What follows belongs to an exercise in optimizing a design on an open flow for small area; a production flow would make more cautious choices.
In this exercise RTL edits were held to simulation tests only and were not proved equivalent to the original.
The clock port is modelled as an ideal driver; clocking choices that lean on that would not hold on a real chip.
Power is estimated from default activity; no workload was simulated.

==> cedar <==
==> flow/design.v <==
`timescale 1ns / 1ps
`timescale 1ns / 1ps
`timescale 1ns / 1ps
`timescale 1ns / 1ps
module top (
    input  wire CLK100MHZ,
    input  wire CPU_RESETN,
    input  wire ACL_MISO,
    output wire ACL_MOSI,
    output wire ACL_SCLK,
    output wire ACL_CSN,
    output wire [14:0] LED,
    output wire [6:0] SEG,
    output wire DP,
    output wire [7:0] AN
);
    wire rst = ~CPU_RESETN;
    reg [4:0]  c;
    reg [1:0]  q;
    reg [2:0]  l;
    reg [7:0]  h;
    reg [2:0]  sel;
    reg [10:0] v;
    reg        rd;
    wire tick  = c[4] & c[3];                         
    wire fall  = c[3] & c[2] & ~c[1] & ~c[0];         
    wire q3    = tick & q[1] & q[0];
    wire l4    = q3 & l[2];                           
    wire hwrap = h[7] & h[6] & h[2] & h[1] & h[0];    
    wire vwrap = v[10] & v[9] & v[8] & v[7] & v[6] & v[4] & v[3] & v[2];  
    wire vlow  = (v[10:4] == 7'd0);
    wire rdset = l4 & vlow & (v[3:0] == 4'd0) & sel[2] & sel[1] & ~sel[0];
    wire wr    = ~rd & sel[2] & sel[1];
    wire en_q   = tick;
    wire en_l   = q3;
    wire en_hv  = l4;
    wire en_sel = l4 & hwrap;
    wire clr_c  = tick;
    wire clr_l  = q3 & l[2];
    wire clr_h  = l4 & hwrap;
    wire clr_v  = l4 & vwrap;
    wire [5:0]  cy_c   = {cy_c[4:0] & c, 1'b1};
    wire [2:0]  cy_q   = {cy_q[1:0] & q, en_q};
    wire [3:0]  cy_l   = {cy_l[2:0] & l, en_l};
    wire [8:0]  cy_h   = {cy_h[7:0] & h, en_hv};
    wire [3:0]  cy_sel = {cy_sel[2:0] & sel, en_sel};
    wire [11:0] cy_v   = {cy_v[10:0] & v, en_hv};
    localparam [10:0] V0 = 11'd861;
    always @(posedge CLK100MHZ) begin
        c   <= {5{~(rst | clr_c)}} & (c ^ cy_c[4:0]);
        q   <= {2{~rst}} & (q ^ cy_q[1:0]);
        l   <= {3{~(rst | clr_l)}} & (l ^ cy_l[2:0]);
        h   <= {8{~(rst | clr_h)}} & (h ^ cy_h[7:0]);
        sel <= {3{~rst}} & (sel ^ cy_sel[2:0]);
        v   <= ({11{rst}} & V0) | ({11{~(rst | clr_v)}} & (v ^ cy_v[10:0]));
        rd  <= ~rst & (rd | rdset);
    end
    wire rwin = rd & vlow;
    wire wwin = wr & (v[10:3] == 8'd6);
    wire r_cs    = (v[1] & ~v[2]) | (v[2] & ~v[3]) | (~l[2] & ~v[1] & v[3]) | (~v[2] & v[3]) | (l[0] & v[0] & ~v[1]) | (~v[0] & ~v[1] & v[2]) | (l[2] & v[0] & ~v[2]) | (l[1] & v[0] & ~v[3]) | (~q[1] & ~v[1] & v[2]) | (q[0] & q[1] & v[0] & ~v[3]);
    wire r_mosi  = (~q[1] & ~l[0] & ~l[1] & ~l[2] & ~v[0] & ~v[1] & v[2] & ~v[3]) | (~q[0] & ~l[0] & ~l[1] & ~l[2] & ~v[0] & ~v[1] & v[2] & ~v[3]) | (q[0] & q[1] & l[2] & v[0] & ~v[2] & ~v[3]) | (~q[1] & ~l[0] & ~l[2] & ~v[0] & v[1] & ~v[2] & ~v[3]) | (~q[0] & ~l[0] & ~l[2] & ~v[0] & v[1] & ~v[2] & ~v[3]) | (q[0] & q[1] & l[0] & ~l[1] & ~v[0] & v[1] & ~v[2] & ~v[3]) | (l[2] & v[0] & v[1] & ~v[2] & ~v[3]) | (~q[0] & l[0] & l[1] & v[1] & ~v[2] & ~v[3]) | (l[0] & l[1] & v[0] & v[1] & ~v[2] & ~v[3]) | (q[0] & q[1] & ~l[0] & l[1] & v[1] & ~v[2] & ~v[3]) | (~q[1] & l[1] & ~v[0] & v[1] & ~v[2] & ~v[3]);
    wire r_samp  = (q[0] & ~q[1] & ~l[2] & v[0] & v[1] & v[2] & ~v[3]) | (q[0] & ~q[1] & ~v[0] & v[1] & ~v[2] & v[3]) | (q[0] & ~q[1] & l[0] & v[0] & ~v[1] & v[2] & v[3]) | (q[0] & ~q[1] & l[2] & v[0] & ~v[1] & v[2] & v[3]) | (q[0] & ~q[1] & ~l[0] & l[1] & ~v[0] & ~v[1] & v[2] & ~v[3]) | (q[0] & ~q[1] & l[1] & v[0] & ~v[1] & v[2] & v[3]) | (q[0] & ~q[1] & l[2] & ~v[0] & v[1] & v[2] & ~v[3]);
    wire r_latch = (q[0] & q[1] & l[2] & v[0] & ~v[1] & v[2] & v[3]);
    wire w_cs    = (v[0] & ~v[2]) | (v[1] & ~v[2]) | (l[0] & ~v[0] & ~v[1]) | (l[1] & ~v[0] & ~v[1]) | (l[2] & ~v[2]) | (q[1] & ~l[2] & ~v[0] & ~v[1]) | (~q[1] & ~v[0] & ~v[1] & v[2]);
    wire w_mosi  = (q[0] & q[1] & ~l[0] & l[1] & ~v[0] & ~v[1] & v[2]) | (~q[1] & l[0] & l[1] & ~v[0] & ~v[1] & v[2]) | (~q[0] & l[0] & l[1] & ~v[0] & ~v[1] & v[2]) | (q[0] & q[1] & l[2] & ~v[0] & ~v[1] & ~v[2]) | (~q[1] & ~l[0] & ~l[2] & v[0] & ~v[1] & ~v[2]) | (~q[0] & ~l[0] & ~l[2] & v[0] & ~v[1] & ~v[2]) | (~q[0] & l[0] & ~l[1] & v[1] & ~v[2]) | (q[0] & q[1] & ~l[0] & ~l[1] & ~l[2] & v[1] & ~v[2]) | (~q[1] & l[0] & ~l[1] & v[1] & ~v[2]) | (q[0] & q[1] & l[0] & ~l[1] & v[0] & ~v[1] & ~v[2]) | (~q[1] & l[2] & ~v[0] & v[1] & ~v[2]) | (~q[0] & l[2] & ~v[0] & v[1] & ~v[2]) | (l[0] & l[1] & ~v[0] & v[1] & ~v[2]) | (q[0] & q[1] & l[1] & ~v[0] & v[1] & ~v[2]);
    wire csl = (rwin & r_cs) | (wwin & w_cs);
    assign ACL_CSN  = ~csl;
    assign ACL_SCLK = csl & ~q[1];
    assign ACL_MOSI = (rwin & r_mosi) | (wwin & w_mosi);
    reg [14:0] sr;
    always @(posedge CLK100MHZ)
        if (tick & rwin & r_samp) sr <= {sr[13:0], ACL_MISO};
    wire ld   = ~rst & fall & rwin & r_latch;
    wire hold = ~rst & ~(fall & rwin & r_latch);
    reg [14:0] led;
    always @(posedge CLK100MHZ)
        led <= ({15{ld}} & {sr[13:10], sr[14], sr[8:5], sr[9], sr[3:0], sr[4]}) |
               ({15{hold}} & led);
    assign LED = led;
    wire [3:0] nib = (sel[2:1] == 2'b00) ? led[3:0] :
                     (sel[2:1] == 2'b11) ? led[13:10] : led[8:5];
    wire sgn = (sel[2:1] == 2'b00) ? led[4] :
               (sel[2:1] == 2'b11) ? led[14] : led[9];
    wire tens  = (sel == 3'd1) | (sel == 3'd4) | (sel == 3'd7);
    wire blank = (sel == 3'd2) | (sel == 3'd5);
    wire ones  = (sel == 3'd0) | (sel == 3'd3) | (sel == 3'd6);
    wire ge10 = nib[3] & (nib[2] | nib[1]);
    wire [3:0] d = tens ? {3'b000, ge10} :
                   ge10 ? {1'b0, nib[2] & nib[1], ~nib[1], nib[0]} : nib;
    wire [6:0] seg;
    assign seg[0] = (~d[1] & ~d[2] & ~d[3]) | (d[0] & d[1] & d[2]);
    assign seg[1] = (d[0] & ~d[2] & ~d[3]) | (d[1] & ~d[2]) | (d[0] & d[1]);
    assign seg[2] = (d[0]) | (~d[1] & d[2]);
    assign seg[3] = (d[0] & ~d[1] & ~d[2] & ~d[3]) | (~d[0] & ~d[1] & d[2]) | (d[0] & d[1] & d[2]);
    assign seg[4] = (~d[0] & d[1] & ~d[2]);
    assign seg[5] = (d[0] & ~d[1] & d[2]) | (~d[0] & d[1] & d[2]);
    assign seg[6] = (d[0] & ~d[1] & ~d[2] & ~d[3]) | (~d[0] & ~d[1] & d[2]);
    assign SEG = blank ? 7'b111_1111 : seg;
    assign DP  = ~(ones & sgn);
    assign AN  = ~(8'd1 << sel);
endmodule
==> flow/flow/run.sh <==
#!/bin/bash
# Own layout flow: the standard flow (standard.sh, every ORFS step), with
# these changes:
#  - Synthesis maps the logic with an area-only ABC script (flow/abc.script),
#    without gate up-sizing or buffering (the placer's repair adds what timing
#    needs), and leaves adders to ABC instead of half/full-adder cells.
#  - Ports are buffered with buf_1 instead of a delay cell.
#  - CTS uses smaller clock buffers and no dummy loads.
# Each call's whole output goes to this folder's *.log files; each ORFS step
# also keeps its own log in orfs/logs/.
set -euo pipefail
W=$(pwd)
rm -rf "$W/own_scripts"
cp -r "$FLOW_HOME/scripts" "$W/own_scripts"
cp "$W/flow/abc.script" "$W/own_scripts/abc_area.script"
cp "$W/flow/abc.script" "$W/own_scripts/abc_speed.script"
bash standard.sh "SCRIPTS_DIR=$W/own_scripts" "ADDER_MAP_FILE=" synth > "$W/synth.log" 2>&1
bash standard.sh "SCRIPTS_DIR=$W/own_scripts" \
    "BUFFER_PORTS_ARGS=-buffer_cell sky130_fd_sc_hd__buf_1" \
    "CTS_ARGS=-sink_clustering_enable -repair_clock_nets -dont_use_dummy_load -buf_list sky130_fd_sc_hd__clkbuf_4 -root_buf sky130_fd_sc_hd__clkbuf_4" \
    "POST_CTS_TCL=$W/flow/post_cts.tcl" \
    finish > "$W/layout.log" 2>&1
==> flow/flow/abc.script <==
strash
dc2
dc2
dc2
strash
&get -n
&dch -f
&nf -R 1000 -p
&put
topo
==> flow/flow/post_cts.tcl <==
# After CTS: give the clock root (the buffer the clock port drives) a
# stronger cell, so the small leaf buffers see a sharp input edge.
foreach it [[[[ord::get_db_block] findBTerm CLK100MHZ] getNet] getITerms] {
  set inst [$it getInst]
  if {[string match *clkbuf* [[$inst getMaster] getName]]} {
    replace_cell [get_cells [$inst getName]] sky130_fd_sc_hd__clkbuf_16
  }
}
detailed_placement
check_placement -verbose
estimate_parasitics -placement
==> flow/standard.sh <==
#!/bin/bash
# synth_recipe.tcl (not shown) runs the flow's synth.tcl, then flattens the netlist and writes it again
# the make line also repeats each setting of config.mk as NAME=value (left out here)
make -C /OpenROAD-flow-scripts/flow DESIGN_CONFIG=/design/flow/config.mk WORK_HOME=/design/flow/orfs CLKGATE_MAP_FILE= SYNTH_SCRIPT=/design/flow/synth_recipe.tcl "${@:-finish}"
==> flow/config.mk <==
export PLATFORM = sky130hd
export DESIGN_NAME = top
export DESIGN_NICKNAME = top
export VERILOG_FILES = /design/flow/design.v
export SDC_FILE = /design/flow/constraint.sdc
export NUM_CORES = 4
export LEC_CHECK = 0
export ABC_AREA = 1
export CAP_MARGIN = 20
export CORE_MARGIN = 2
export CORE_UTILIZATION = 40
export SLEW_MARGIN = 20
==> flow/constraint.sdc <==
create_clock -name core_clock -period 10.0 [get_ports {CLK100MHZ}]
set_input_delay 2.0000 -clock core_clock [delete_from_list [all_inputs] [get_ports {CLK100MHZ}]]
set_output_delay 2.0000 -clock core_clock [all_outputs]
set_load 0.01 [all_outputs]
==> yarrow: changes against cedar <==
==> flow/design.v, changed modules only <==
module top (
    input  wire CLK100MHZ,
    input  wire CPU_RESETN,
    input  wire ACL_MISO,
    output wire ACL_MOSI,
    output wire ACL_SCLK,
    output wire ACL_CSN,
    output wire [14:0] LED,
    output wire [6:0] SEG,
    output wire DP,
    output wire [7:0] AN
);
    wire rst = ~CPU_RESETN;
    reg [4:0]  c;
    reg [1:0]  q;
    reg [2:0]  l;
    reg [7:0]  h;
    reg [2:0]  sel;
    reg [10:0] v;
    reg [2:0]  lap;
    wire tick  = c[4] & c[3];                         
    wire fall  = c[3] & c[2] & ~c[1] & ~c[0];         
    wire q3    = tick & q[1] & q[0];
    wire l4    = q3 & l[2];                           
    wire hwrap = h[7] & h[6] & h[2] & h[1] & h[0];    
    wire vwrap = v[10] & v[9] & v[8] & v[7] & v[6] & v[4] & v[3] & v[2];  
    wire rd    = lap[2] & lap[0];                     
    wire wr    = ~lap[2] & ~lap[1] & lap[0];          
    always @(posedge CLK100MHZ) begin
        if (rst) begin
            c   <= 5'd0;
            q   <= 2'd0;
            l   <= 3'd0;
            h   <= 8'd0;
            sel <= 3'd0;
            v   <= 11'd861;
            lap <= 3'd0;
        end else begin
            c <= tick ? 5'd0 : c + 5'd1;
            if (tick) q <= q + 2'd1;
            if (q3) l <= l[2] ? 3'd0 : l + 3'd1;
            if (l4) begin
                h <= hwrap ? 8'd0 : h + 8'd1;
                if (hwrap) sel <= sel + 3'd1;
                v <= vwrap ? 11'd0 : v + 11'd1;
                if (vwrap && !rd) lap <= lap + 3'd1;
            end
        end
    end
    wire rwin = rd & (v[10:4] == 7'd0);
    wire wwin = wr & (v[10:3] == 8'd6);
    wire r_cs    = (v[1] & ~v[2]) | (v[2] & ~v[3]) | (~l[2] & ~v[1] & v[3]) | (~v[2] & v[3]) | (l[0] & v[0] & ~v[1]) | (~v[0] & ~v[1] & v[2]) | (l[2] & v[0] & ~v[2]) | (l[1] & v[0] & ~v[3]) | (~q[1] & ~v[1] & v[2]) | (q[0] & q[1] & v[0] & ~v[3]);
    wire r_mosi  = (~q[1] & ~l[0] & ~l[1] & ~l[2] & ~v[0] & ~v[1] & v[2] & ~v[3]) | (~q[0] & ~l[0] & ~l[1] & ~l[2] & ~v[0] & ~v[1] & v[2] & ~v[3]) | (q[0] & q[1] & l[2] & v[0] & ~v[2] & ~v[3]) | (~q[1] & ~l[0] & ~l[2] & ~v[0] & v[1] & ~v[2] & ~v[3]) | (~q[0] & ~l[0] & ~l[2] & ~v[0] & v[1] & ~v[2] & ~v[3]) | (q[0] & q[1] & l[0] & ~l[1] & ~v[0] & v[1] & ~v[2] & ~v[3]) | (l[2] & v[0] & v[1] & ~v[2] & ~v[3]) | (~q[0] & l[0] & l[1] & v[1] & ~v[2] & ~v[3]) | (l[0] & l[1] & v[0] & v[1] & ~v[2] & ~v[3]) | (q[0] & q[1] & ~l[0] & l[1] & v[1] & ~v[2] & ~v[3]) | (~q[1] & l[1] & ~v[0] & v[1] & ~v[2] & ~v[3]);
    wire r_samp  = (q[0] & ~q[1] & ~l[2] & v[0] & v[1] & v[2] & ~v[3]) | (q[0] & ~q[1] & ~v[0] & v[1] & ~v[2] & v[3]) | (q[0] & ~q[1] & l[0] & v[0] & ~v[1] & v[2] & v[3]) | (q[0] & ~q[1] & l[2] & v[0] & ~v[1] & v[2] & v[3]) | (q[0] & ~q[1] & ~l[0] & l[1] & ~v[0] & ~v[1] & v[2] & ~v[3]) | (q[0] & ~q[1] & l[1] & v[0] & ~v[1] & v[2] & v[3]) | (q[0] & ~q[1] & l[2] & ~v[0] & v[1] & v[2] & ~v[3]);
    wire r_latch = (q[0] & q[1] & l[2] & v[0] & ~v[1] & v[2] & v[3]);
    wire w_cs    = (v[0] & ~v[2]) | (v[1] & ~v[2]) | (l[0] & ~v[0] & ~v[1]) | (l[1] & ~v[0] & ~v[1]) | (l[2] & ~v[2]) | (q[1] & ~l[2] & ~v[0] & ~v[1]) | (~q[1] & ~v[0] & ~v[1] & v[2]);
    wire w_mosi  = (q[0] & q[1] & ~l[0] & l[1] & ~v[0] & ~v[1] & v[2]) | (~q[1] & l[0] & l[1] & ~v[0] & ~v[1] & v[2]) | (~q[0] & l[0] & l[1] & ~v[0] & ~v[1] & v[2]) | (q[0] & q[1] & l[2] & ~v[0] & ~v[1] & ~v[2]) | (~q[1] & ~l[0] & ~l[2] & v[0] & ~v[1] & ~v[2]) | (~q[0] & ~l[0] & ~l[2] & v[0] & ~v[1] & ~v[2]) | (~q[0] & l[0] & ~l[1] & v[1] & ~v[2]) | (q[0] & q[1] & ~l[0] & ~l[1] & ~l[2] & v[1] & ~v[2]) | (~q[1] & l[0] & ~l[1] & v[1] & ~v[2]) | (q[0] & q[1] & l[0] & ~l[1] & v[0] & ~v[1] & ~v[2]) | (~q[1] & l[2] & ~v[0] & v[1] & ~v[2]) | (~q[0] & l[2] & ~v[0] & v[1] & ~v[2]) | (l[0] & l[1] & ~v[0] & v[1] & ~v[2]) | (q[0] & q[1] & l[1] & ~v[0] & v[1] & ~v[2]);
    wire csl = (rwin & r_cs) | (wwin & w_cs);
    assign ACL_CSN  = ~csl;
    assign ACL_SCLK = csl & ~q[1];
    assign ACL_MOSI = (rwin & r_mosi) | (wwin & w_mosi);
    reg [14:0] sr;
    always @(posedge CLK100MHZ)
        if (tick & rwin & r_samp) sr <= {sr[13:0], ACL_MISO};
    reg [14:0] led;
    always @(posedge CLK100MHZ)
        if (rst)
            led <= 15'd0;
        else if (fall & rwin & r_latch)
            led <= {sr[13:10], sr[14], sr[8:5], sr[9], sr[3:0], sr[4]};
    assign LED = led;
    wire [3:0] nib = (sel[2:1] == 2'b00) ? led[3:0] :
                     (sel[2:1] == 2'b11) ? led[13:10] : led[8:5];
    wire sgn = (sel[2:1] == 2'b00) ? led[4] :
               (sel[2:1] == 2'b11) ? led[14] : led[9];
    wire tens  = (sel == 3'd1) | (sel == 3'd4) | (sel == 3'd7);
    wire blank = (sel == 3'd2) | (sel == 3'd5);
    wire ones  = (sel == 3'd0) | (sel == 3'd3) | (sel == 3'd6);
    wire [6:0] seg;
    assign seg[0] = (~nib[1] & ~nib[2] & ~nib[3]) | (nib[0] & nib[1] & nib[2] & ~nib[3]) | (nib[1] & ~nib[2] & nib[3]) | (tens);
    assign seg[1] = (nib[0] & ~nib[2] & ~nib[3] & ~tens) | (nib[1] & ~nib[2] & ~nib[3] & ~tens) | (nib[0] & nib[1] & ~nib[3] & ~tens) | (~nib[1] & nib[2] & nib[3]) | (nib[1] & nib[3] & tens) | (nib[0] & nib[1] & ~nib[2] & nib[3]);
    assign seg[2] = (nib[0] & ~tens) | (~nib[1] & nib[2] & ~nib[3] & ~tens) | (nib[1] & nib[2] & nib[3]) | (nib[1] & nib[3] & tens) | (nib[2] & nib[3] & tens);
    assign seg[3] = (nib[0] & ~nib[1] & ~nib[2] & ~nib[3] & ~tens) | (~nib[0] & ~nib[1] & nib[2] & ~nib[3] & ~tens) | (nib[0] & nib[1] & nib[2] & ~nib[3] & ~tens) | (nib[0] & nib[1] & ~nib[2] & nib[3]) | (~nib[0] & nib[1] & nib[2] & nib[3]) | (nib[1] & nib[3] & tens) | (nib[2] & nib[3] & tens);
    assign seg[4] = (~nib[0] & nib[1] & ~nib[2] & ~nib[3] & ~tens) | (~nib[0] & ~nib[1] & nib[2] & nib[3] & ~tens);
    assign seg[5] = (nib[0] & ~nib[1] & nib[2] & ~nib[3] & ~tens) | (~nib[0] & nib[1] & nib[2] & ~nib[3] & ~tens) | (nib[0] & nib[1] & nib[2] & nib[3] & ~tens);
    assign seg[6] = (nib[0] & ~nib[1] & ~nib[2] & ~nib[3] & ~tens) | (~nib[0] & ~nib[1] & nib[2] & ~nib[3] & ~tens) | (nib[0] & nib[1] & ~nib[2] & nib[3]) | (~nib[0] & nib[1] & nib[2] & nib[3]) | (nib[1] & nib[3] & tens) | (nib[2] & nib[3] & tens);
    assign SEG = blank ? 7'b111_1111 : seg;
    assign DP  = ~(ones & sgn);
    assign AN  = ~(8'd1 << sel);
endmodule
==> flow/run.sh (new file) <==
#!/bin/bash
# synth_recipe.tcl (not shown) runs the flow's synth.tcl, then flattens the netlist and writes it again
# the make line also repeats each setting of config.mk as NAME=value (left out here)
make -C /OpenROAD-flow-scripts/flow DESIGN_CONFIG=/design/flow/config.mk WORK_HOME=/design/flow/orfs CLKGATE_MAP_FILE= SYNTH_SCRIPT=/design/flow/synth_recipe.tcl finish
removed: flow/flow/run.sh
removed: flow/flow/abc.script
removed: flow/flow/post_cts.tcl
removed: flow/standard.sh
==> notes <==
yarrow passed the timing, design-rule and antenna checks. cedar went through all stages and came out clean.
In yarrow the sequential share of layout area is lower than in cedar, by 12 points.
Against cedar, the first-iteration DRC count of yarrow is higher by 14%.
In yarrow the worst setup slack is better than in cedar, by 0.22 ns.
In yarrow the cell count is higher than in cedar, by about 46%.
Clock power: cedar is lower than yarrow (about 43%).

afterwards: timing with drivers on the ports:
Ports are ideal in the flow. The routed layouts listed here were re-timed in OpenROAD.
Step 1, drivers: a clkbuf_16 drives CLK100MHZ and a buf_2 each remaining input, both assumed.
Step 2, shift: input delay + t, output delay - t, t = (earliest + latest rising clock arrival at the registers) / 2. This alone moves slack from input paths to output paths.
Slacks: ideal / step 1 / step 2; pairs: ideal / step 1.
| run | t (ns) | slack for setup (ns) | hold slack, ns | worst register clock-pin slew, ns | pins driven straight from the clock port |
|---|---|---|---|---|---|
| cedar | 0.337 | 5.158 / 5.123 / 5.459 | 0.434 / 0.434 / 0.434 | 0.12 / 0.12 | 1 |
| yarrow | 0.361 | 5.380 / 5.348 / 5.710 | 0.446 / 0.446 / 0.446 | 0.08 / 0.08 | 1 |
After both steps setup and hold are still met in every run listed.
